This design comes from an exercise in tuning for small area, a short achievable clock period and few clock cycles per item on the open sky130 flow, not from production work.
No run shown here included a check of the RTL's function; only the layout flow was run.
No activity file was given, so power comes from the tool's default toggle rates.

==> config.mk <==
export PLATFORM = sky130hd
export DESIGN_NAME = lzss_enc_top
export DESIGN_NICKNAME = lzss_enc_top
export VERILOG_FILES = /design/flow/design.v
export SDC_FILE = /design/flow/constraint.sdc
export NUM_CORES = 4
export LEC_CHECK = 0
export CAP_MARGIN = 20
export CORE_MARGIN = 2
export CORE_UTILIZATION = 40
export SLEW_MARGIN = 20
==> constraint.sdc <==
create_clock -name core_clock -period 6.0 [get_ports {clk}]
set_input_delay 1.2000 -clock core_clock [delete_from_list [all_inputs] [get_ports {clk}]]
set_output_delay 1.2000 -clock core_clock [all_outputs]
set_load 0.01 [all_outputs]
==> design.v <==
module lzss_enc_top (
    input               clk,
    input               rst_x,
    input               i_valid,
    output              ow_ready,
    input       [7:0]   i_data,
    input               i_last,
    output              o_valid,
    input               i_ready,
    output      [8:0]   o_code,
    output              o_last
);
    integer             k;
    reg     [7:0]       r_win [1:64];    
    reg     [63:0]      r_row [0:4];     
    reg     [5:0]       r_rv;            
    reg     [5:0]       r_lb;            
    reg     [6:0]       r_cnt;           
    reg     [2:0]       r_skip;          
    reg     [3:0]       r_any;
    reg     [5:0]       r_idx [2:5];
    reg                 r_hv;
    reg     [9:0]       r_hd;
    reg                 r_sv;
    reg     [9:0]       r_sd;
    wire                w_room  = ~r_sv;
    wire                w_ended = ~r_rv[0] | r_lb[0];
    wire                w_adv   = w_room & (i_valid | (w_ended & (|r_rv)));
    assign  ow_ready    = w_room;
    assign  o_valid     = r_hv;
    assign  o_code      = r_hd[8:0];
    assign  o_last      = r_hd[9];
    reg     [63:0]      w_eq;
    always @(*) begin
        for (k = 0; k < 64; k = k + 1)
            w_eq[k] = (i_data == r_win[k+1]) && (r_cnt > k);
    end
    wire    [63:0]      m2 = r_row[4] & r_row[3];
    wire    [63:0]      m3 = m2 & r_row[2];
    wire    [63:0]      m4 = m3 & r_row[1];
    wire    [63:0]      m5 = m4 & r_row[0];
    wire    [5:0]       w_idx2, w_idx3, w_idx4, w_idx5;
    wire    [3:0]       w_any;
    lzss_lowest #(.W(64), .N(6)) u_low2 (.i_v(m2), .o_any(w_any[0]), .o_idx(w_idx2));
    lzss_lowest #(.W(64), .N(6)) u_low3 (.i_v(m3), .o_any(w_any[1]), .o_idx(w_idx3));
    lzss_lowest #(.W(64), .N(6)) u_low4 (.i_v(m4), .o_any(w_any[2]), .o_idx(w_idx4));
    lzss_lowest #(.W(64), .N(6)) u_low5 (.i_v(m5), .o_any(w_any[3]), .o_idx(w_idx5));
    always @(posedge clk) begin
        if (w_adv) begin
            r_win[1]    <= i_data;
            for (k = 2; k <= 64; k = k + 1)
                r_win[k]    <= r_win[k-1];
            r_row[0]    <= w_eq;
            for (k = 1; k <= 4; k = k + 1)
                r_row[k]    <= r_row[k-1];
            r_lb        <= {r_lb[4:0], i_valid & i_last};
            r_any       <= w_any;
            r_idx[2]    <= w_idx2;
            r_idx[3]    <= w_idx3;
            r_idx[4]    <= w_idx4;
            r_idx[5]    <= w_idx5;
        end
    end
    always @(posedge clk or negedge rst_x) begin
        if (!rst_x) begin
            r_rv    <= 6'd0;
            r_cnt   <= 7'd0;
        end
        else if (w_adv) begin
            r_rv    <= {r_rv[4:0], i_valid};
            if (i_valid) begin
                if (i_last)
                    r_cnt   <= 7'd0;
                else if (!r_cnt[6])
                    r_cnt   <= r_cnt + 7'd1;
            end
        end
    end
    wire                a2 = r_any[0];
    wire                a3 = r_any[1];
    wire                a4 = r_any[2];
    wire                a5 = r_any[3];
    wire    [5:0]       w_idx = a5 ? r_idx[5] : a4 ? r_idx[4] : a3 ? r_idx[3] : r_idx[2];
    wire    [1:0]       w_len = a5 ? 2'd3 : a4 ? 2'd2 : a3 ? 2'd1 : 2'd0;    
    wire                w_lst = r_lb[5] | (a2 & r_lb[4]) | (a3 & r_lb[3]) | (a4 & r_lb[2]) | (a5 & r_lb[1]);
    wire    [9:0]       w_code = a2 ? {w_lst, 1'b1, ~w_idx, w_len} : {w_lst, 1'b0, r_win[6]};
    wire                w_push = w_adv & r_rv[5] & (r_skip == 3'd0);
    wire                w_pop  = r_hv & i_ready;
    always @(posedge clk or negedge rst_x) begin
        if (!rst_x) begin
            r_skip  <= 3'd0;
        end
        else if (w_adv && r_rv[5]) begin
            if (r_skip != 3'd0)
                r_skip  <= r_skip - 3'd1;
            else
                r_skip  <= a5 ? 3'd4 : a4 ? 3'd3 : a3 ? 3'd2 : a2 ? 3'd1 : 3'd0;
        end
    end
    always @(posedge clk or negedge rst_x) begin
        if (!rst_x) begin
            r_hv    <= 1'b0;
            r_sv    <= 1'b0;
        end
        else begin
            if (r_sv) begin
                if (w_pop)
                    r_sv    <= 1'b0;
            end
            else if (w_push) begin
                r_hv    <= 1'b1;
                if (r_hv && !w_pop)
                    r_sv    <= 1'b1;
            end
            else if (w_pop) begin
                r_hv    <= 1'b0;
            end
        end
    end
    always @(posedge clk) begin
        if (r_sv) begin
            if (w_pop)
                r_hd    <= r_sd;
        end
        else if (w_push) begin
            if (!r_hv || w_pop)
                r_hd    <= w_code;
            else
                r_sd    <= w_code;
        end
    end
endmodule
module lzss_lowest #(
    parameter   W   = 64,
    parameter   N   = 6
)(
    input       [W-1:0]     i_v,
    output                  o_any,
    output      [N-1:0]     o_idx
);
    generate
        if (W == 2) begin : leaf
            assign  o_any   = i_v[0] | i_v[1];
            assign  o_idx   = ~i_v[0];
        end
        else begin : node
            wire                w_any_lo;
            wire                w_any_hi;
            wire    [N-2:0]     w_lo;
            wire    [N-2:0]     w_hi;
            lzss_lowest #(.W(W/2), .N(N-1)) u_lo (.i_v(i_v[W/2-1:0]), .o_any(w_any_lo), .o_idx(w_lo));
            lzss_lowest #(.W(W/2), .N(N-1)) u_hi (.i_v(i_v[W-1:W/2]), .o_any(w_any_hi), .o_idx(w_hi));
            assign  o_any   = w_any_lo | w_any_hi;
            assign  o_idx   = w_any_lo ? {1'b0, w_lo} : {1'b1, w_hi};
        end
    endgenerate
endmodule
==> run.sh <==
#!/bin/bash
# synth_recipe.tcl (not shown) runs the flow's synth.tcl, then flattens the netlist and writes it again
# the make line also repeats each setting of config.mk as NAME=value (left out here)
make -C /OpenROAD-flow-scripts/flow DESIGN_CONFIG=/design/flow/config.mk WORK_HOME=/design/flow/orfs CLKGATE_MAP_FILE= SYNTH_SCRIPT=/design/flow/synth_recipe.tcl finish
==> run summary, run 1 <==
Floorplan
In this run the vertical extent of the chip is 315 um. The cell row count is roughly 110. The placeable core region is ~0.095 mm^2. The horizontal die dimension is around 310 um. The floorplan step defined a die boundary enclosing between 0.09 and 0.1 mm^2. The effective utilization at floorplan is 0.405.

The number of top-level pins is 25.

Synth
In this run the mean area of a mapped cell was 14.6 um^2. The synthesized instance count is roughly 2600. The total of warnings raised by yosys is 4. The count of cell types in the netlist is a little under 80.

Counting flops with an async set or reset pin after synthesis yields a share of 0.0199. The most used flip-flop cell after synthesis is sky130_fd_sc_hd__edfxtp_1. The proportion of synthesized chip area in sequential cells is 0.701.

The number of nets in the synthesized netlist is between 2000 and 3000. The post-synthesis instance area is 0.0386 mm^2. After synthesis the netlist holds a flip-flop and latch count of approximately 900. Yosys mapped a number of flops with a built-in enable equal to between 800 and 900.

STA
The tightest hold path in the finished design has a slack of about 430 ps. Setup repair after global routing left no endpoint under its margin. The number of max-slew violations in the final report is 0. The post-route clock period utilization is 0.589. The setup clock skew after layout is 26.4 ps. Timing would allow up to ~280 MHz. After layout, the minimum clock period comes to between 3000 and 4000 ps. Summed over all failing endpoints, the final setup total negative slack is 0 ps. The slew of the pin with the lowest slew margin is around 1100 ps. Headroom to the max-slew limit came out at 0.244.

Setup violations remaining at the end of the flow were counted as 0. The count of final hold-check violations is 0.

Power and ir drop
VDD sags by at most 209 uV. The leakage dissipation is roughly 14 nW. Dividing total power by cell area gives a power density of 300 mW/mm^2.

Clock network
The deepest clock path buffer count is 3. The number of buffers added for setup after CTS is 0. The post-cts sizing count is 0. Clock-pin slew was measured on the worst setup and hold paths at around 60 ps. Counting every sink on the clock net gives about 900. The tree is rooted in a sky130_fd_sc_hd__clkbuf_16. The H-tree was split into 3 levels. The TritonCTS clock tree is built. For the worst-skew pair, the clock arrives at the later sink with an insertion delay of about 660 ps. The number of hold buffers added after CTS is 0. Counting the buffers created by CTS gives 93.

Layout
After filler insertion, the fill cell instance count of the layout stands at between 8000 and 9000. Of the cells placed in the final design, the portion with a size suffix greater than 1 is 0.0813. The library cell used most frequently in the layout, excluding fill and tap cells, is sky130_fd_sc_hd__edfxtp_1. The library cells used most frequently in the layout, excluding fill and tap cells, are sky130_fd_sc_hd__edfxtp_1 (886), sky130_fd_sc_hd__xnor2_1 (431), sky130_fd_sc_hd__nand2_1 (161). In the final design database the tool counted 2713 nets.

The layout overhead on the synthesized area is 12.5%. After routing the design area is 0.0434 mm^2. The final cell utilization of the core is 0.456.

Worst setup path
STA classifies the critical path startpoint as an input pin. The capturing element type of the critical path is a register. For the worst setup path, the data arrival time is approximately 3800 ps.

The worst-path maximum fanout is roughly 120. The worst path required time is ~6300 ps. The critical path is of the in -> reg type.

Worst hold path
The class of the tightest hold or removal check is reg -> reg.

Run status
The flow ran to the end and the layout has no timing, DRC or antenna violations.

Place
The placer's final routability congestion estimate is between 0.9 and 1. Detailed placement finished with a half-perimeter wire length of between 60000 and 70000 um. The count of buffers inserted at the top-level ports is 24. The placed instances occupy a cell area of 0.0403 mm^2.

Routing
The post-route DRC violation count is 0. The first detailed-routing pass ran for 5 iterations. The routed design has between 90000 and 100000 um of wire. In this run, the number of DRC markers left after iteration 0 of detailed routing was ~2600. Using the TritonRoute via totals, the vias-per-cell ratio works out to 5.62. The count of nets left with antenna violations once routing finished came out at 0.

After detailed routing, the average wire length per cell comes to ~23 um. Summing over every cut layer, the via total after detailed routing is approximately 23000.

Global routing
The total global routing overflow is 0. In the global route stage, overall resource usage came out at 0.184. The number of antenna violations at the first check in global routing is 2.

The number of global-route vias before repair is 22180. The first-pass GRT wire length is around 140000 um. Entering global routing, the biggest net connects between 150 and 200 pins.

Run
Across the run, the number of max-cap violations was 0.
[routing by layer]
metal,global-route usage,routed length [um],up-vias
li1,-,-,10245
met1,0.266,41800,11451
met2,0.290,43000,842
met3,0.0242,5420,135
met4,0.0545,2190,0
met5,0,0,-
[state kept, by name, indices dropped and copies added (netlist names)]
signal	cells
r_sd	10
r_skip	3
r_hv	1
r_cnt	7
r_hd	10
r_idx	24
r_sv	1
r_rv	6
r_win	512
r_lb	6
r_any	4
r_row	320
[power breakdown]
group | internal, mW | switching [mW] | leakage, nW | total (mW)
clock | 3.50 | 2.42 | 1.52 | 5.93
combinational | 0.121 | 0.174 | 3.76 | 0.295
sequential | 6.82 | 0 | 8.31 | 6.82
total | 10.5 | 2.59 | 13.6 | 13.0
[final cells by class]
| type | instances | area (um^2) | share of cell area |
|---|---|---|---|
| Clock inverter | 57 | 628 | 0.0145 |
| Tap cell | 1265 | 1580 | 0.0364 |
| Multi-Input combinational cell | 1611 | 11100 | 0.256 |
| Inverter | 33 | 124 | 0.00285 |
| Timing Repair Buffer | 51 | 455 | 0.0105 |
| Clock buffer | 113 | 2480 | 0.0572 |
| Antenna cell | 1 | 2.50 | 0.0000576 |
| Sequential cell | 904 | 27100 | 0.623 |
[Yosys cell counts, drive strengths merged, types with 7 or more instances]
| master | instances | area, um^2 |
|---|---|---|
| and4 | 42 | 373 |
| mux2 | 16 | 180 |
| a211oi | 20 | 150 |
| a311oi | 9 | 78.8 |
| or3 | 7 | 48.8 |
| o31ai | 8 | 60.1 |
| and3 | 28 | 175 |
| or2 | 13 | 83.8 |
| and2 | 12 | 75.1 |
| a22o | 15 | 133 |
| edfxtp | 886 | 26600 |
| xor2 | 81 | 709 |
| a31oi | 30 | 188 |
| o21ai | 59 | 295 |
| inv | 32 | 120 |
| buf | 20 | 82.6 |
| nor4 | 32 | 200 |
| dfrtp | 18 | 450 |
| a22oi | 27 | 203 |
| xnor2 | 431 | 3770 |
| nand2b | 18 | 113 |
| nor2b | 9 | 63.8 |
| or4 | 8 | 67.6 |
| nand4 | 149 | 932 |
| a21oi | 78 | 394 |
| nor2 | 85 | 322 |
| o211ai | 18 | 135 |
| nor3 | 57 | 285 |
| a32oi | 12 | 105 |
| nand3 | 88 | 440 |
| nand2 | 161 | 604 |
| o21bai | 7 | 52.6 |
| clkbuf | 68 | 255 |
[cells by family after synthesis]
kind of cell	share of synthesized area
compound gates	0.0625
buf+inv	0.0120
mux	0.00622
xor+xnor	0.116
fa+ha+maj	0.00194
simple gates	0.100
flops	0.701
[stage by stage]
step	instances	worst slack (ps)	total power, mW
after floorplan	2636	707	7.18
after global placement	3864	1830	7.26
after detailed placement	3864	1750	7.26
after CTS	4034	2440	13.1
after global routing	4034	2290	13.4
final	4035	2460	13.0
[final timing paths]
| kind | from | endpoint | slack, ps | cells after the start |
|---|---|---|---|---|
| worst max-delay path | i_valid | r_win[37][5]$_DFFE_PN_ | 2460 | 4 |
| min in group asynchronous | rst_x | r_rv[0]$_DFFE_PN0N_ | 520 | 1 |
| worst max register to register | r_sv$_DFF_PN0_ | r_win[37][5]$_DFFE_PN_ | 2580 | 4 |
| max in group asynchronous | rst_x | r_cnt[6]$_DFFE_PN0P_ | 5100 | 1 |
| worst min-delay path | r_row[1][9]$_DFFE_PN_ | r_row[2][9]$_DFFE_PN_ | 430 | 0 |
| worst min register to register | r_row[1][9]$_DFFE_PN_ | r_row[2][9]$_DFFE_PN_ | 430 | 0 |
[worst max-delay path, stage by stage]
cell                              delay (ps)
sky130_fd_sc_hd__clkdlybuf4s50_1         530
sky130_fd_sc_hd__o21a_4                  520
sky130_fd_sc_hd__buf_12                  530
sky130_fd_sc_hd__buf_4                   920
==> run 2: changes to the inputs <==
--- a/config.mk
+++ b/config.mk
@@ -8,4 +8,5 @@
 export CAP_MARGIN = 20
 export CORE_MARGIN = 2
 export CORE_UTILIZATION = 40
+export SETUP_SLACK_MARGIN = 3.5
 export SLEW_MARGIN = 20
==> run 2 against run 1 <==
First-iteration DRC count rose by 5.8%. Wire length rose by 3.0%. Clock skew rose by 9.9 ps. Synthesized cell count did not move. Combinational power rose by 1%. Total power rose by 1.1%. Die area did not move. Core utilization rose by 1.1 points. Clock power rose by 2%. Global-route usage rose by 0.58 points. Non-clock buffer count rose by 57. Cell count rose by 1.5%.
==> run summary, run 2 <==
Worst setup path
The startpoint class of the critical path is a register. The capturing element type of the critical path is a register. The worst setup slack for register-to-register paths came to 3410 ps (+830 ps). The worst-path maximum fanout is 6 (-95%). The worst path required time is 6390 ps (+130 ps). The type of the worst setup path is reg -> reg. The data arrival at the endpoint of the critical path is 2980 ps (-820 ps).

Power and ir drop
The clock network fraction of total power is 0.460 (+0.006). The worst-case vdd ir drop is 389 uV (+86%). The total power per unit cell area came to 296 mW/mm^2 (-1.3%). The total design power was 13.2 mW (+1.1%). The sequential group share of total power came to 0.517 (-0.006).

The power share of the combinational group is 0.023 (about the same). The switching power share of the total is 0.202 (+0.00312). The power spent charging and discharging nets is 2.67 mW (+2.7%). The internal portion of total power is 10.5 mW (+0.74%). The leakage dissipation was 14.1 nW (+3.7%).

Run
The max-capacitance violation count is 0 (unchanged).

Synth
The proportion of synthesized chip area in sequential cells came to 0.701 (unchanged). The post-synthesis net count was 2655 (unchanged). In the synthesized netlist the dominant register cell turns out to be sky130_fd_sc_hd__edfxtp_1. The share of the synthesized area in the top cell type is 0.689 (unchanged). The commonest cells after synthesis are sky130_fd_sc_hd__edfxtp_1 (886), sky130_fd_sc_hd__xnor2_1 (431), sky130_fd_sc_hd__nand2_1 (161). Summed over all instances, the cell type with the most area after synthesis is sky130_fd_sc_hd__edfxtp_1. In the post-synthesis netlist, the biggest area contributors are sky130_fd_sc_hd__edfxtp_1 (69%), sky130_fd_sc_hd__xnor2_1 (9.8%), sky130_fd_sc_hd__nand4_1 (2.4%), sky130_fd_sc_hd__xor2_1 (1.8%), sky130_fd_sc_hd__nand2_1 (1.6%). The most frequent cell after synthesis is sky130_fd_sc_hd__edfxtp_1. The count of flip-flops with a built-in enable after synthesis is 886 (unchanged).

The share of synthesized registers carrying an async set or reset was 0.0199 (unchanged). The synthesized area per cell was 14.6 um^2 (unchanged). The synthesized instance count was 2636 (unchanged).

The count of cell types in the netlist is 78 (unchanged). The post-synthesis instance area is 0.0386 mm^2 (unchanged). The total of flip-flops plus latches after synthesis is 904 (unchanged). The total of warnings raised by yosys is 4 (unchanged).

STA
The number of max-slew violations in the final report is 0 (unchanged). The count of final hold-check violations is 0 (unchanged). Setup repair after global routing could not meet its margin everywhere. The setup clock skew after layout is 36.3 ps (+9.86 ps). The count of endpoints failing setup in the final report came to 0 (unchanged). The setup TNS after final layout came to 0 ps (unchanged). The highest clock frequency the design can meet is 386 MHz (+36%).

The slew of the pin with the lowest slew margin is 958 ps (-171 ps). The final critical delay including setup and external delays is 2590 ps (-946 ps). The post-route clock period utilization came to 0.432 (-0.158). The worst relative slew slack is 0.359 (+0.115).

Run status
The run finished with no timing, DRC or antenna violations.

Floorplan
The effective utilization at floorplan is 0.405 (unchanged). The number of top-level pins is 25 (unchanged). The horizontal die dimension was 315 um (unchanged). The placeable core region is 0.0953 mm^2 (unchanged). The vertical die dimension is 315 um (unchanged). The cell row count was 113 (unchanged). The overall die area is 0.0990 mm^2 (unchanged).

Routing
The number of detailed-routing iterations run before antenna repair was 7 (+2). The average wire per cell in the routed design is 23.2 um (+1.5%). The number of DRC violations after detailed-routing iteration 0 was 2751 (+5.8%). The routed wire length on met2 is 44100 um (+2.6%). The routed length on met1 was 42000 um (+0.66%). The via density per instance is 5.64 (+0.31%).

The wire length on met3 is 6120 um (+13%). The highest metal layer carrying signal wires in the routed design is met4. The post-route DRC violation count is 0 (unchanged).

The number of nets with antenna violations after detailed routing is 0 (unchanged). The total number of vias is 23076 (+1.8%). The aggregate routed wire length is 95100 um (+3.0%).

Global routing
The largest net degree at the start of global routing was 164 (-15%). The global-route usage over all layers was 0.190 (+0.00579). The total global routing overflow was 0 (unchanged). The first-pass GRT wire length came to 143000 um (+3.1%). The number of global-route vias before repair came to 22754 (+2.6%). The number of antenna violations at the first check in global routing is 1 (-1).

Clock network
The deepest clock path buffer count is 3 (unchanged). The clock sink total is 904 (unchanged). TritonCTS built the clock tree. The number of hold buffers added after CTS came to 0 (unchanged). The tree is rooted in a sky130_fd_sc_hd__clkbuf_16. The depth of the CTS H-tree is 3 (unchanged). The post-CTS clock slew at the launch and capture registers of the worst setup and hold paths is 60 ps (about the same). The CTS buffer count was 95 (+2.2%). The insertion delay to the later sink of the worst-skew pair is 670 ps (about the same).

Worst hold path
The worst hold path belongs to the class reg -> reg.

Place
The placer's final routability congestion estimate is 0.903 (-0.64%). The half-perimeter wire length of the detailed placement result came to 62800 um (-0.51%). The count of buffers inserted at the top-level ports was 24 (unchanged).

Layout
Leaving out fill and tap cells, the most frequent cell in the layout is sky130_fd_sc_hd__edfxtp_1. The register with the highest flop count is r_win. The flip-flop count of the largest register, all copies and words added is 512 (unchanged). The layout cell share with drive strength beyond 1 is 0.119 (+0.0382). The largest registers in the layout are r_win (512), r_row (320), r_idx (24).

In the layout the commonest cells are sky130_fd_sc_hd__edfxtp_1 (886), sky130_fd_sc_hd__xnor2_1 (431), sky130_fd_sc_hd__nand2_1 (160). The total inserted antenna cells is 0 (-1). The net count reported at finish is 2774 (+2.2%).

The layout overhead on the synthesized area is 15.3%.
==> run 2: cell counts after synthesis <==
No cell type changed its count.
==> run 2: logic make-up (layout without fill, tap and decap cells) <==
group | Yosys count | count (layout) | share of synthesized area
compound gates | 352 | 354 | 0.0625
xor+xnor | 512 | 512 | 0.116
fa+ha+maj | 6 | 6 | 0.00194
buf+inv | 121 | 312 | 0.0120
flops | 904 | 904 | 0.701
mux | 22 | 22 | 0.00622
simple gates | 719 | 719 | 0.100
==> run 2: critical path: stages (launching register included) <==
cell                       delay (ps)
sky130_fd_sc_hd__edfxtp_1         460
sky130_fd_sc_hd__and3_1           220
sky130_fd_sc_hd__a32oi_1          340
sky130_fd_sc_hd__nand4_1          300
sky130_fd_sc_hd__nor2_1           390
sky130_fd_sc_hd__o21ai_0          270
sky130_fd_sc_hd__nand3b_1         200
sky130_fd_sc_hd__o31ai_1          130
==> run 2: layer usage <==
layer / GRT usage / vias to the layer above
li1: - / 10363
met4: 0.0640 / 0
met1: 0.273 / 11700
met2: 0.294 / 845
met3: 0.0296 / 168
met5: 0 / -
==> run 2: metrics by stage <==
step | setup WS, ps | std cells | hold WS, ps | util | cell area, um^2
after global placement | 2160 | 3857 | 425 | 0.423 | 40300
final | 3410 | 4094 | 442 | 0.467 | 44500
after global routing | 3370 | 4094 | 449 | 0.467 | 44500
after CTS | 3450 | 4073 | 442 | 0.463 | 44200
after floorplan | 1230 | 2636 | 417 | - | 38700
after detailed placement | 2050 | 3857 | 426 | 0.423 | 40300
==> run 2: final cells by class <==
class	count	area (um^2)
clock buffer	111	2460
clock inverter	60	726
fill	8289	50800
inverter	33	128
multi-input combinational	1613	11400
sequential	904	27100
tap	1265	1580
timing repair buffer	108	1160
==> run 2: power groups by stage <==
stage | combinational [mW] | sequential (mW) | clock [mW]
after floorplan | 0.227 | 6.96 | 0
after global placement | 0.294 | 6.96 | 0
after detailed placement | 0.296 | 6.96 | 0
after CTS | 0.302 | 6.82 | 6.19
after global routing | 0.327 | 6.82 | 6.42
final | 0.299 | 6.83 | 6.07
==> run 2: path summary, 6_finish.rpt <==
check,startpoint,to,depth (start not counted)
min in group asynchronous,rst_x,r_rv[2]$_DFFE_PN0N_,1
max in group asynchronous,rst_x,r_cnt[4]$_DFFE_PN0P_,1
hold / removal,r_row[1][29]$_DFFE_PN_,r_row[2][29]$_DFFE_PN_,0
hold reg to reg,r_row[1][29]$_DFFE_PN_,r_row[2][29]$_DFFE_PN_,0
setup reg to reg,r_row[3][4]$_DFFE_PN_,r_idx[5][1]$_DFFE_PN_,7
setup / recovery,r_row[3][4]$_DFFE_PN_,r_idx[5][1]$_DFFE_PN_,7
==> run 2: what timing repair did <==
item	CTS	global route
setup buffers	41	18
pin swaps	13	15
endpoints found under the setup margin	917	403
cloned	4	3
gates resized for setup	96	40
==> run 3: changes to the inputs <==
--- a/config.mk
+++ b/config.mk
@@ -5,8 +5,9 @@
 export SDC_FILE = /design/flow/constraint.sdc
 export NUM_CORES = 4
 export LEC_CHECK = 0
+export ABC_CLOCK_PERIOD_IN_PS = 2500
 export CAP_MARGIN = 20
 export CORE_MARGIN = 2
-export CORE_UTILIZATION = 40
+export CORE_UTILIZATION = 55
 export SETUP_SLACK_MARGIN = 3.5
 export SLEW_MARGIN = 20
==> run 3 against run 2 <==
Clock power fell by 1%. Clock skew shrank 8.7 ps. Largest power group unchanged. Setup slack lost 58 ps. Sequential power about the same. Highest routed layer unchanged. Fmax down 2.2%. Synthesized cell count unchanged. Wire length is 3.6% higher. Still clean on timing, DRC and antenna.
==> run summary, run 3 <==
Floorplan
The overall die area is 0.0723 mm^2 (-27%). The cell row count is 97 (-14%). The horizontal die dimension is 269 um (-15%). The number of top-level pins is 25 (unchanged).

The vertical die dimension is 269 um (-15%). The placeable core region came to 0.0698 mm^2 (-27%). The effective utilization at floorplan came to 0.553 (+0.148).

Layout
The flip-flop count of the largest register, all copies and words added came to 512 (unchanged). The library cells used most frequently in the layout, excluding fill and tap cells, are sky130_fd_sc_hd__edfxtp_1 (886), sky130_fd_sc_hd__xnor2_1 (431), sky130_fd_sc_hd__nand2_1 (161). The number of inserted filler cells in the final layout is 5221 (-37%). The layout overhead on the synthesized area is 14.7%. Leaving out fill and tap cells, the most frequent cell in the layout is sky130_fd_sc_hd__edfxtp_1. Ranked by flip-flop count, first place goes to r_win. The area occupied by registers is 0.0271 mm^2 (about the same). The net count reported at finish is 2786 (+0.43%). The largest registers in the layout are r_win (512), r_row (320), r_idx (24). The area of the multi-input gates is 0.0115 mm^2 (+0.76%). The layout cell share with drive strength beyond 1 is 0.129 (+0.00948). The total inserted antenna cells is 0 (unchanged).

Worst setup path
The reg-to-reg endpoint is r_any[1]$_DFFE_PN_. The worst path required time was 6320 ps (-70 ps). The worst-path maximum fanout is 5 (-1). The data arrival at the endpoint of the critical path came to 2960 ps (-20 ps).

The capturing element type of the critical path is a register. The type of the worst setup path is reg -> reg. For this design, the slowest cell found on the critical path is sky130_fd_sc_hd__or4_4. The count of cells along the worst register-to-register path is 6 (-1).

The source of the worst register-to-register timing path is r_row[2][17]$_DFFE_PN_. Traced cell by cell, the critical path runs through nand3_2, nand4_1, or4_4, or4_4, nor2_4, nand4_1. The worst setup slack for register-to-register paths is 3350 ps (-60 ps). The startpoint class of the critical path is a register. The largest stage delay on the critical path is 590 ps (+130 ps).

Synth
The commonest cells after synthesis are sky130_fd_sc_hd__edfxtp_1 (886), sky130_fd_sc_hd__xnor2_1 (431), sky130_fd_sc_hd__nand2_1 (161). The proportion of synthesized chip area in sequential cells came to 0.701 (unchanged). Yosys attributes the largest share of cell area to sky130_fd_sc_hd__edfxtp_1 (69%), sky130_fd_sc_hd__xnor2_1 (9.8%), sky130_fd_sc_hd__nand4_1 (2.4%), sky130_fd_sc_hd__xor2_1 (1.8%), sky130_fd_sc_hd__nand2_1 (1.6%).

The most frequent cell after synthesis is sky130_fd_sc_hd__edfxtp_1. The total of warnings raised by yosys was 4 (unchanged). In the synthesized netlist the dominant register cell turns out to be sky130_fd_sc_hd__edfxtp_1. The post-synthesis net count was 2655 (unchanged). The share of synthesized registers carrying an async set or reset is 0.0199 (unchanged).

The count of flip-flops with a built-in enable after synthesis was 886 (unchanged). The total of flip-flops plus latches after synthesis is 904 (unchanged). The cell taking the most area after synthesis is sky130_fd_sc_hd__edfxtp_1. The synthesized area per cell came to 14.6 um^2 (unchanged). The post-synthesis instance area is 0.0386 mm^2 (unchanged).

The synthesized instance count was 2636 (unchanged). The share of the synthesized area in the top cell type is 0.689 (unchanged). The count of cell types in the netlist is 78 (unchanged).

Clock network
The clock root buffer master is sky130_fd_sc_hd__clkbuf_16. The number of hold buffers added after CTS is 0 (unchanged). The clock sink total is 904 (unchanged). The depth of the CTS H-tree is 3 (unchanged). The CTS buffer count is 94 (-1.1%). The TritonCTS clock tree is built. The deepest clock path buffer count is 3 (unchanged). The insertion delay to the later sink of the worst-skew pair came to 650 ps (-20 ps). The post-CTS clock slew at the launch and capture registers of the worst setup and hold paths was 60 ps (about the same).

Global routing
The number of global-route vias before repair is 22411 (-1.5%). The first-pass GRT wire length is 144000 um (+0.79%). The number of antenna violations at the first check in global routing is 0 (-1). The global-route usage over all layers was 0.272 (+0.0826). The total global routing overflow is 0 (unchanged). The largest net degree at the start of global routing was 114 (-30%).

STA
Setup repair after global routing could not meet its margin everywhere. The number of max-slew violations in the final report was 0 (unchanged). The setup clock skew after layout is 27.6 ps (-8.68 ps). The final critical delay including setup and external delays came to 2650 ps (+58.2 ps). The highest clock frequency the design can meet is 377 MHz (-2.2%). The count of final hold-check violations is 0 (unchanged).

The post-route clock period utilization was 0.442 (+0.00971). The worst relative slew slack was 0.379 (+0.0202). The slew of the pin with the lowest slew margin came to 928 ps (-29.6 ps).

The count of endpoints failing setup in the final report came to 0 (unchanged). The setup TNS after final layout came to 0 ps (unchanged).

Worst hold path
The class of the tightest hold or removal check is reg -> reg. The depth of the worst hold-timing path came to 0 (unchanged). The worst hold path terminates at r_row[2][29]$_DFFE_PN_. The startpoint identified for the worst hold timing path is r_row[1][29]$_DFFE_PN_.

Place
The count of buffers inserted at the top-level ports is 24 (unchanged). The placer's final routability congestion estimate came to 0.984 (+9.0%). The half-perimeter wire length of the detailed placement result is 65800 um (+4.8%).

Power and ir drop
The total power per unit cell area is 297 mW/mm^2 (about the same). The total design power is 13.1 mW (-0.42%). The worst-case vdd ir drop was 224 uV (-42%). The leakage dissipation is 14.2 nW (+0.63%).

Routing
The number of nets with antenna violations after detailed routing is 0 (unchanged). The via density per instance is 6.18 (+9.6%). The total number of vias is 23399 (+1.4%).

The post-route DRC violation count is 0 (unchanged). The number of detailed-routing iterations run before antenna repair is 5 (-2). The average wire per cell in the routed design is 26.0 um (+12%). The number of DRC violations after detailed-routing iteration 0 is 2532 (-8.0%). The aggregate routed wire length is 98600 um (+3.6%).

Run status
The flow ran to the end and the layout has no timing, DRC or antenna violations.

Run
The max-capacitance violation count was 0 (unchanged).
==> run 3: cell count changes in the layout (fill, tap and decap cells not counted), sizes merged <==
cell | before | now
dlygate4sd2 | 1 | 0
buf | 92 | 100
dlymetal6s2s | 0 | 1
clkbuf | 116 | 122
bufbuf | 1 | 2
clkinvlp | 5 | 7
bufinv | 15 | 14
clkdlybuf4s15 | 7 | 9
clkinv | 39 | 37
clkdlybuf4s50 | 2 | 3
==> run 3: worst max-delay path by stage <==
stage | slack, ps | endpoint | start | depth (start not counted)
after floorplan | 1230 | r_sd[0]$_DFFE_PP_ | i_valid | 6
after global placement | 2290 | r_row[4][57]$_DFFE_PN_ | i_valid | 3
after detailed placement | 2210 | r_sd[9]$_DFFE_PP_ | i_valid | 5
after CTS | 3300 | ow_ready | r_sv$_DFF_PN0_ | 2
after global routing | 3330 | r_idx[3][0]$_DFFE_PN_ | r_row[4][17]$_DFFE_PN_ | 7
final | 3350 | r_any[1]$_DFFE_PN_ | r_row[2][17]$_DFFE_PN_ | 6
==> run 3: worst max-delay path, delay by kind of cell (launching register included) <==
family / cells / cell delay, ps
flip-flops: 1 / 420
AND/OR/NAND/NOR: 6 / 1900
==> run 3: timing repair <==
item                       in CTS  in global routing
cloned                          5                  2
gates resized for setup        96                 44
pin swaps                      21                 12
setup endpoints to repair     932                430
buffers inserted               52                 15
==> run 3: kinds of logic after synthesis <==
group                    Yosys count  share of synthesized area
AND/OR/NAND/NOR                  719                      0.100
multiplexers                      22                    0.00622
buffers and inverters            121                     0.0120
adder cells (fa/ha/maj)            6                    0.00194
AO/OA/AOI/OAI                    352                     0.0625
flip-flops                       904                      0.701
XOR/XNOR                         512                      0.116
==> run 3: power by group <==
part           leakage, nW  internal, mW  switching (mW)  total [mW]
Sequential            8.30          6.82               0        6.82
Clock                 1.54          3.57            2.44        6.01
Combinational         4.33         0.125           0.178       0.303
Total                 14.2          10.5            2.62        13.1
==> run 3: cell type report <==
| type | instances | area share |
|---|---|---|
| multi-input combinational | 1613 | 0.259 |
| timing repair buffer | 121 | 0.0284 |
| clock buffer | 116 | 0.0566 |
| tap | 940 | 0.0266 |
| clock inverter | 59 | 0.0151 |
| inverter | 33 | 0.00288 |
| sequential | 904 | 0.611 |
==> run 3: layer usage <==
layer	global-route usage	vias up	wire, um
met1	0.402	11886	43900
li1	-	10408	-
met4	0.0805	0	2850
met5	0	-	0
met3	0.0442	174	6530
met2	0.420	931	45300
==> run 3: metrics by stage <==
step | hold WS (ps) | setup WS, ps | cell area, um^2 | std cells | utilization
after floorplan | 417 | 1230 | 38700 | 2636 | -
after global placement | 421 | 2290 | 39900 | 3536 | 0.572
after detailed placement | 427 | 2210 | 39900 | 3537 | 0.572
after CTS | 435 | 3300 | 44000 | 3769 | 0.630
after global routing | 456 | 3330 | 44300 | 3786 | 0.635
final | 444 | 3350 | 44300 | 3786 | 0.635
==> run 4: changes to the inputs <==
--- a/config.mk
+++ b/config.mk
@@ -5,9 +5,10 @@
 export SDC_FILE = /design/flow/constraint.sdc
 export NUM_CORES = 4
 export LEC_CHECK = 0
-export ABC_CLOCK_PERIOD_IN_PS = 2500
 export CAP_MARGIN = 20
 export CORE_MARGIN = 2
-export CORE_UTILIZATION = 55
+export CORE_UTILIZATION = 40
+export CTS_BUF_LIST = sky130_fd_sc_hd__clkbuf_8
+export CTS_CLUSTER_SIZE = 30
 export SETUP_SLACK_MARGIN = 3.5
 export SLEW_MARGIN = 20
==> run 4 against run 3 <==
Still clean. Combinational power shrank 3%. Clock power down 15%. Sequential share of layout area is 0.57 points higher. Register-to-register slack improved by 20 ps. Via count decreased by 0.76%. Final area down 0.93%. Die area up 37%. Critical path type is now reg -> out. Highest routed layer unchanged.
==> run summary, run 4 <==
Worst setup path
The largest stage delay on the critical path is 390 ps (-200 ps). The data arrival at the endpoint of the critical path is 1480 ps (-1480 ps). The count of cells along the worst register-to-register path is 6 (unchanged). The worst setup slack for register-to-register paths was 3370 ps (+20 ps). In this run the critical register-to-register path is captured at r_row[0][2]$_DFFE_PN_. The source of the worst register-to-register timing path is r_cnt[3]$_DFFE_PN0P_.

The slowest cell on the critical path is sky130_fd_sc_hd__dfrtp_2. The worst setup path is launched from a register. The type of the worst setup path is reg -> out. The capturing element type of the critical path is an output port. The worst path required time is 4800 ps (-1520 ps). The worst-path maximum fanout is 2 (-3). The critical path goes through clkinvlp_4, buf_6.

Synth
The count of flip-flops with a built-in enable after synthesis is 886 (unchanged). The synthesized-area fraction occupied by ao, oa, aoi and oai cells is 0.0625 (unchanged). The count of cell types in the netlist is 78 (unchanged). The synthesized area per cell came to 14.6 um^2 (unchanged).

The post-synthesis instance area is 0.0386 mm^2 (unchanged). The portion of netlist area occupied by mux cells is 0.00622 (unchanged). Of all cell types, the one taking the most synthesized area is sky130_fd_sc_hd__edfxtp_1. The share of synthesized registers carrying an async set or reset was 0.0199 (unchanged). The share of the synthesized area in the top cell type is 0.689 (unchanged). The proportion of synthesized chip area in sequential cells was 0.701 (unchanged). The commonest cells after synthesis are sky130_fd_sc_hd__edfxtp_1 (886), sky130_fd_sc_hd__xnor2_1 (431), sky130_fd_sc_hd__nand2_1 (161). By area, the combinational part of the netlist is dominated by XOR/XNOR gates. The synthesized instance count is 2636 (unchanged). After synthesis, the cell types taking the most area are sky130_fd_sc_hd__edfxtp_1 (69%), sky130_fd_sc_hd__xnor2_1 (9.8%), sky130_fd_sc_hd__nand4_1 (2.4%), sky130_fd_sc_hd__xor2_1 (1.8%), sky130_fd_sc_hd__nand2_1 (1.6%).

The most used flip-flop cell after synthesis is sky130_fd_sc_hd__edfxtp_1. The total of flip-flops plus latches after synthesis came to 904 (unchanged). The most frequent cell after synthesis is sky130_fd_sc_hd__edfxtp_1. The post-synthesis net count is 2655 (unchanged). The area fraction in and, or, nand and nor cells after synthesis is 0.100 (unchanged). The total of warnings raised by yosys is 4 (unchanged).

The adder and majority cell fraction of the synthesized area is 0.00194 (unchanged). The xor and xnor fraction of the mapped netlist area is 0.116 (unchanged).

Routing
The number of nets with antenna violations after detailed routing is 0 (unchanged). The aggregate routed wire length is 95100 um (-3.5%). The average wire per cell in the routed design came to 22.8 um (-13%). The total number of vias is 23220 (-0.76%). The via density per instance is 5.56 (-10%). The number of detailed-routing iterations run before antenna repair is 6 (+1). The post-route DRC violation count is 0 (unchanged). The number of DRC violations after detailed-routing iteration 0 is 2421 (-4.4%).

STA
The highest clock frequency the design can meet is 374 MHz (-1.0%). The count of final hold-check violations is 0 (unchanged). The slew of the pin with the lowest slew margin was 956 ps (+27.8 ps). The count of endpoints failing setup in the final report came to 0 (unchanged). The setup clock skew after layout is 38.9 ps (+11.3 ps). The number of max-slew violations in the final report was 0 (unchanged). Setup repair after global routing could not meet its margin everywhere. The post-route clock period utilization is 0.446 (+0.00465). The worst relative slew slack is 0.360 (-0.0190). The setup TNS after final layout is 0 ps (unchanged). The final setup slack of the worst path is 3320 ps (-27.9 ps). The final critical delay including setup and external delays came to 2680 ps (+27.9 ps).

Run
The max-capacitance violation count is 0 (unchanged).

Clock network
The clock root buffer master is sky130_fd_sc_hd__clkbuf_8. The clock sink total is 904 (unchanged). The number of hold buffers added after CTS is 0 (unchanged). The depth of the CTS H-tree is 4 (+1). The CTS buffer count came to 152 (+62%).

The insertion delay to the later sink of the worst-skew pair is 830 ps (+180 ps). The deepest clock path buffer count is 3 (unchanged). The post-CTS clock slew at the launch and capture registers of the worst setup and hold paths is 60 ps (about the same). The TritonCTS clock tree is built.

Layout
The net count reported at finish is 2825 (+1.4%). The final design instance area without fill came to 0.0439 mm^2 (-0.93%). The area of the multi-input gates is 0.0114 mm^2 (-0.97%). In the layout the commonest cells are sky130_fd_sc_hd__edfxtp_1 (886), sky130_fd_sc_hd__xnor2_1 (431), sky130_fd_sc_hd__clkbuf_8 (161). The largest registers in the layout are r_win (512), r_row (320), r_idx (24). The layout cell share with drive strength beyond 1 is 0.131 (+0.00248).

The area occupied by registers came to 0.0271 mm^2 (about the same). Compared with the post-synthesis result, the final layout area differs by 13.7%. The number of inserted filler cells in the final layout was 8417 (+61%).

The register with the highest flop count is r_win. The flip-flop count of the largest register, all copies and words added is 512 (unchanged). The library cell used most frequently in the layout, excluding fill and tap cells, is sky130_fd_sc_hd__edfxtp_1.

Global routing
The largest net degree at the start of global routing is 164 (+44%). The first-pass GRT wire length came to 144000 um (-0.47%). The number of antenna violations at the first check in global routing is 3 (+3).

The total global routing overflow came to 0 (unchanged). The global-route usage over all layers is 0.191 (-0.0810). The number of global-route vias before repair came to 23173 (+3.4%).

Floorplan
The effective utilization at floorplan is 0.405 (-0.148). The overall die area is 0.0990 mm^2 (+37%). The placeable core region is 0.0953 mm^2 (+37%). The number of top-level pins was 25 (unchanged). The vertical die dimension is 315 um (+17%). The horizontal die dimension is 315 um (+17%). The cell row count was 113 (+16%).

Power and ir drop
The total power per unit cell area came to 279 mW/mm^2 (-5.9%). The worst-case vdd ir drop was 189 uV (-15%). The leakage dissipation is 14.0 nW (-1.1%).

Place
The half-perimeter wire length of the detailed placement result is 62800 um (-4.6%). The area after detailed placement was 0.0403 mm^2 (+0.96%). The placer's final routability congestion estimate is 0.903 (-8.3%). The count of buffers inserted at the top-level ports was 24 (unchanged). The worst setup slack before clock tree synthesis is 2050 ps (-164 ps).

Run status
The flow ran to the end and the layout has no timing, DRC or antenna violations.

Worst hold path
In this run the worst hold path is classified as in -> async.
## run 4: layout make-up
type                            count  area share
Clock buffer                      159      0.0499
Antenna cell                        1   0.0000570
Tap cell                         1265      0.0361
Inverter                           33     0.00291
Multi-Input combinational cell   1613       0.259
Timing Repair Buffer              102      0.0218
Clock inverter                    103      0.0133
Sequential cell                   904       0.617
## run 4: how the worst max path moves through the flow
stage / cells past startpoint / slack (ps) / startpoint / end
final: 2 / 3320 / r_sv$_DFF_PN0_ / ow_ready
after global routing: 2 / 3270 / r_sv$_DFF_PN0_ / ow_ready
after CTS: 2 / 3250 / r_sv$_DFF_PN0_ / ow_ready
after detailed placement: 5 / 2050 / i_valid / r_sd[2]$_DFFE_PP_
after global placement: 5 / 2160 / i_valid / r_sd[2]$_DFFE_PP_
after floorplan: 6 / 1230 / i_valid / r_sd[0]$_DFFE_PP_
## run 4: what timing repair did
| action | 4_1_cts | 5_1_grt |
|---|---|---|
| setup endpoints to repair | 892 | 428 |
| buffers inserted | 37 | 19 |
| resized for setup | 96 | 32 |
| pin swaps | 13 | 14 |
| hold endpoints to repair | 0 | 0 |
| cloned | 2 | 2 |
## run 4: stage by stage
| step | power (mW) | utilization | hold slack (ps) | cells |
|---|---|---|---|---|
| floorplan | 7.19 | - | 417 | 2636 |
| global placement | 7.25 | 0.423 | 425 | 3857 |
| detailed placement | 7.25 | 0.423 | 426 | 3857 |
| CTS | 12.4 | 0.457 | 425 | 4158 |
| global route | 12.7 | 0.460 | 362 | 4180 |
| finish | 12.2 | 0.460 | 375 | 4180 |
## run 4: kinds of logic after synthesis
group                    count (synthesis)
flip-flops                             904
XOR/XNOR                               512
AO/OA/AOI/OAI                          352
AND/OR/NAND/NOR                        719
buffers and inverters                  121
adder cells (fa/ha/maj)                  6
multiplexers                            22
## run 4: per-layer routing
metal | vias up | track usage | routed length (um)
li1 | 10477 | - | -
met1 | 11749 | 0.267 | 42000
met2 | 834 | 0.300 | 44600
met3 | 160 | 0.0373 | 6020
met4 | 0 | 0.0665 | 2470
met5 | - | 0 | 0
## run 4: power by group
group	switching, mW	internal [mW]
Sequential	0	6.83
Combinational	0.173	0.122
Clock	2.50	2.63
Total	2.67	9.58
## run 4: critical path, delay by kind of cell (launching register included)
kind | cells | cell delay [ps]
buffers and inverters | 2 | 270
flip-flops | 1 | 390

==> static timing again, ports no longer ideal <==
The flow's constraints put no driver on any port. The routed layouts listed below were extracted and timed again, unchanged, in two steps.
Step 1 (the two cells are an assumption about what drives the block):
set clk [get_ports {clk}]
set_driving_cell -lib_cell sky130_fd_sc_hd__clkbuf_16 $clk
set_driving_cell -lib_cell sky130_fd_sc_hd__buf_2 [delete_from_list [all_inputs] $clk]
Step 2 also shifts input and output timing later by t, the mid clock arrival at the registers, as if the neighbouring blocks saw the same clock.
Three values: no drivers, after step 1, after step 2; two values: the first two.
run | t (ns) | slack for setup (ns) | worst data-port slew with drivers (ns)
run 1 | 0.712 | 2.464 / 2.504 / 1.792 | 0.03
run 2 | 0.718 | 3.409 / 3.409 / 2.953 | 0.06
run 3 | 0.708 | 3.351 / 3.351 / 2.852 | 0.06
run 4 | 0.865 | 3.323 / 3.265 / 2.744 | 0.05
After both steps every run listed still meets setup and hold. For run 1, which loses most, drivers alone change the setup slack by +0.040 ns; drivers and shift together by -0.672 ns.
